This design comes from an exercise in tuning for small area and a short achievable clock period on the open sky130 flow, not from production work. Power is estimated from default activity; no workload was simulated.

Setup of the baseline:
## voting_machine
module voting_machine(clk, reset, vote_r, vote_b, confirmY, confirmN, hex_count0, hex_count1, hex_count2, hex_count3,enable_vga,VGA_R,VGA_G,VGA_B,VGA_HS,VGA_VS,VGA_SYNC,VGA_BLANK);
Size in the first run: ~97 flip-flops, roughly 63 I/O pins, roughly 5800 um2 of cells after synthesis.
clock: 100.0 ns
lec_check: 0
cap_margin: 20
core_margin: 2
core_utilization: 40
slew_margin: 75
standard.sh (not shown) runs the stock make flow with config.mk's settings and CLKGATE_MAP_FILE= SYNTH_SCRIPT=/design/flow/synth_recipe.tcl, a recipe that flattens the netlist after the stock synthesis.
==> flow/flow/run.sh <==
#!/bin/bash
# Standard ORFS layout (the standard.sh, standard synthesis unchanged) with
# two changes: ports are buffered with the smallest buffer instead of the
# delay buffer buffer_ports picks by default, and clock tree synthesis uses
# smaller clock buffers and no dummy loads.
set -euo pipefail
KNOBS=(
  "BUFFER_PORTS_ARGS=-buffer_cell sky130_fd_sc_hd__buf_1"
  "CTS_ARGS=-sink_clustering_enable -repair_clock_nets -dont_use_dummy_load -buf_list {sky130_fd_sc_hd__clkbuf_4 sky130_fd_sc_hd__clkbuf_8}"
)
bash standard.sh "${KNOBS[@]}" synth > synth.log 2>&1
bash standard.sh "${KNOBS[@]}" finish > layout.log 2>&1
diff inputs: the baseline => the candidate
- changing SLEW_MARGIN from 75 to 20
==> flow/flow/run.sh <==
#!/bin/bash
# The standard layout (standard.sh) with three changes:
#  - after the standard synthesis, the combinational logic between the
#    registers is mapped again with an area-oriented ABC script; every
#    register keeps its instance name and cell type (flow/resynth.sh);
#  - ports are buffered with the smallest buffer instead of the delay buffer
#    buffer_ports picks by default;
#  - clock tree synthesis uses smaller clock buffers and no dummy loads.
# Each tool's output goes to a log file of its own in this folder.
set -euo pipefail
KNOBS=(
  "BUFFER_PORTS_ARGS=-buffer_cell sky130_fd_sc_hd__buf_1"
  "CTS_ARGS=-sink_clustering_enable -repair_clock_nets -dont_use_dummy_load -buf_list {sky130_fd_sc_hd__clkbuf_4 sky130_fd_sc_hd__clkbuf_8}"
)
RES=orfs/results/${FLOW_PLATFORM}/voting_machine/base
bash standard.sh "${KNOBS[@]}" "$PWD/$RES/1_2_yosys.v" > synth.log 2>&1
bash flow/resynth.sh "$RES/1_2_yosys.v" > resynth.log 2>&1
bash standard.sh "${KNOBS[@]}" finish > layout.log 2>&1
==> flow/flow/resynth.sh (new file) <==
#!/bin/bash
# Re-map the combinational cells of a synthesized netlist (in place).
# Sequential cells are kept as they are (same instances, names and types);
# everything else is flattened to gates and mapped again by ABC.
set -euo pipefail
NET=$1
YOSYS=${YOSYS_EXE:-$FLOW_HOME/../tools/install/yosys/bin/yosys}
LIB=$FLOW_HOME/platforms/$FLOW_PLATFORM/lib/sky130_fd_sc_hd__tt_025C_1v80.lib
# cells ABC may not use: clock, delay, low-power, probe, tie and large cells
DU=$(grep -o 'cell ("sky130_fd_sc_hd__[a-z0-9_]*")' "$LIB" | sed 's/cell ("//;s/")//' \
  | grep -E 'lpflow|probe|clk|dly|_12$|_16$|_8$|_6$|einv|ebuf|conb|tap|fill|decap|diode' \
  | sed 's/^/-dont_use /' | tr '\n' ' ')
cp "$NET" resynth_in.v
cat > resynth.abc <<'EOS'
strash; &get -n; &fraig -x; &put; scorr; dc2; strash; &get -n; &dch -f; &nf -R 1000; &put; topo; dnsize
EOS
"$YOSYS" -p "
read_liberty -ignore_miss_func $LIB
blackbox sky130_fd_sc_hd__df* sky130_fd_sc_hd__edf* sky130_fd_sc_hd__sdf* sky130_fd_sc_hd__sedf* sky130_fd_sc_hd__dl*
read_verilog resynth_in.v
hierarchy -top $FLOW_TOP
flatten
opt_clean -purge
abc -liberty $LIB $DU -script resynth.abc
opt_clean -purge
hilomap -singleton -hicell sky130_fd_sc_hd__conb_1 HI -locell sky130_fd_sc_hd__conb_1 LO
insbuf -buf sky130_fd_sc_hd__buf_1 A X
tee -o resynth_stat.txt stat -liberty $LIB
write_verilog -noattr -nohex -nodec resynth_out.v
"
cp resynth_out.v "$NET"
Results
Count of inverters other than clock inverters in the layout ended up 5 higher on the candidate than on the baseline. Lower non-clock buffer total of the final layout goes to the candidate over the baseline. The candidate vs the baseline: overall die width down in the candidate. There was hardly any difference in clock skew after layout between the baseline and the candidate. In the candidate, met3 capacity usage during global routing is higher than in the baseline. Re clock tree cell share of total cell area: the baseline was lower than the candidate. In the flow results for the candidate and the baseline, the number of core rows is smaller on the candidate. [compare] base=the baseline new=the candidate: relative area change from synthesis to final layout increased by 3.6 points relative to the old numbers; routed length per instance increased by 0.76% relative to the old numbers. Shortest clock period the worst path allows after layout came out higher on the candidate than on the baseline. The run showing the greater post-detailed-placement cell area is the baseline.
No run of this note included a check of the RTL's function; only the layout flow was run.

---

voting_machine again, from the RTL that the note above started with.
Settings: LEC_CHECK=0, CAP_MARGIN=20, CORE_MARGIN=2, CORE_UTILIZATION=40, SLEW_MARGIN=20; clock period 100.0 ns.
==> flow/flow/run.sh <==
#!/bin/bash
# Standard ORFS layout (the standard.sh, standard synthesis unchanged) with
# two changes: ports are buffered with the smallest buffer instead of the
# delay buffer buffer_ports picks by default, and clock tree synthesis uses
# smaller clock buffers and no dummy loads.
set -euo pipefail
KNOBS=(
  "BUFFER_PORTS_ARGS=-buffer_cell sky130_fd_sc_hd__buf_1"
  "CTS_ARGS=-sink_clustering_enable -repair_clock_nets -dont_use_dummy_load -buf_list {sky130_fd_sc_hd__clkbuf_4 sky130_fd_sc_hd__clkbuf_8}"
)
bash standard.sh "${KNOBS[@]}" synth > synth.log 2>&1
bash standard.sh "${KNOBS[@]}" finish > layout.log 2>&1
==> next run, changes <==
- CAP_MARGIN: 20 -> 60
- SLEW_MARGIN: 20 -> 60
Result: Final area grows by 0.79%. Wire length came out higher by 0.82%. Clock skew came out higher by 5.9 ps. Sequential share of layout area stays flat. First-iteration DRC count goes down by 8.2%. Fmax rose by 2.1%. Sequential power barely changes. Register-to-register slack improved by 200 ps. Total power goes up by 0.45%. Worst setup slack is better by 470 ps. Non-clock buffer count increases by 1.
Function was not checked in any run of this note: the RTL went through the layout flow alone.

[separate check: timing with driven ports]
The flow's constraints put no driver on any port. The routed layouts listed below were extracted and timed again, unchanged, in two steps. Step 1 assumes that a clkbuf_16 drives the clock port and a buf_2 every other input. Step 2, shift: input delay + t, output delay - t, t = (earliest + latest rising clock arrival at the registers) / 2. This alone moves slack from input paths to output paths. Three values: no drivers, after step 1, after step 2; two values: the first two.
| run | t (ns) | setup WS [ns] | hold slack, ns | clock arrival spread, ns | worst register clock-pin slew, ns |
|---|---|---|---|---|---|
| the baseline | 0.385 | 77.957 / 77.919 / 78.303 | 0.315 / 0.315 / 0.315 | 0.027 / 0.027 | 0.10 / 0.10 |
| the candidate | 0.385 | 77.616 / 77.585 / 77.970 | 0.306 / 0.306 / 0.306 | 0.024 / 0.024 | 0.09 / 0.09 |
| the first run of note 2 | 0.378 | 77.259 / 77.223 / 77.601 | 0.325 / 0.325 / 0.325 | 0.022 / 0.022 | 0.09 / 0.09 |
| the second run of note 2 | 0.380 | 77.730 / 77.694 / 78.074 | 0.314 / 0.314 / 0.314 | 0.029 / 0.029 | 0.10 / 0.10 |
After both steps setup and hold are still met in every run listed.
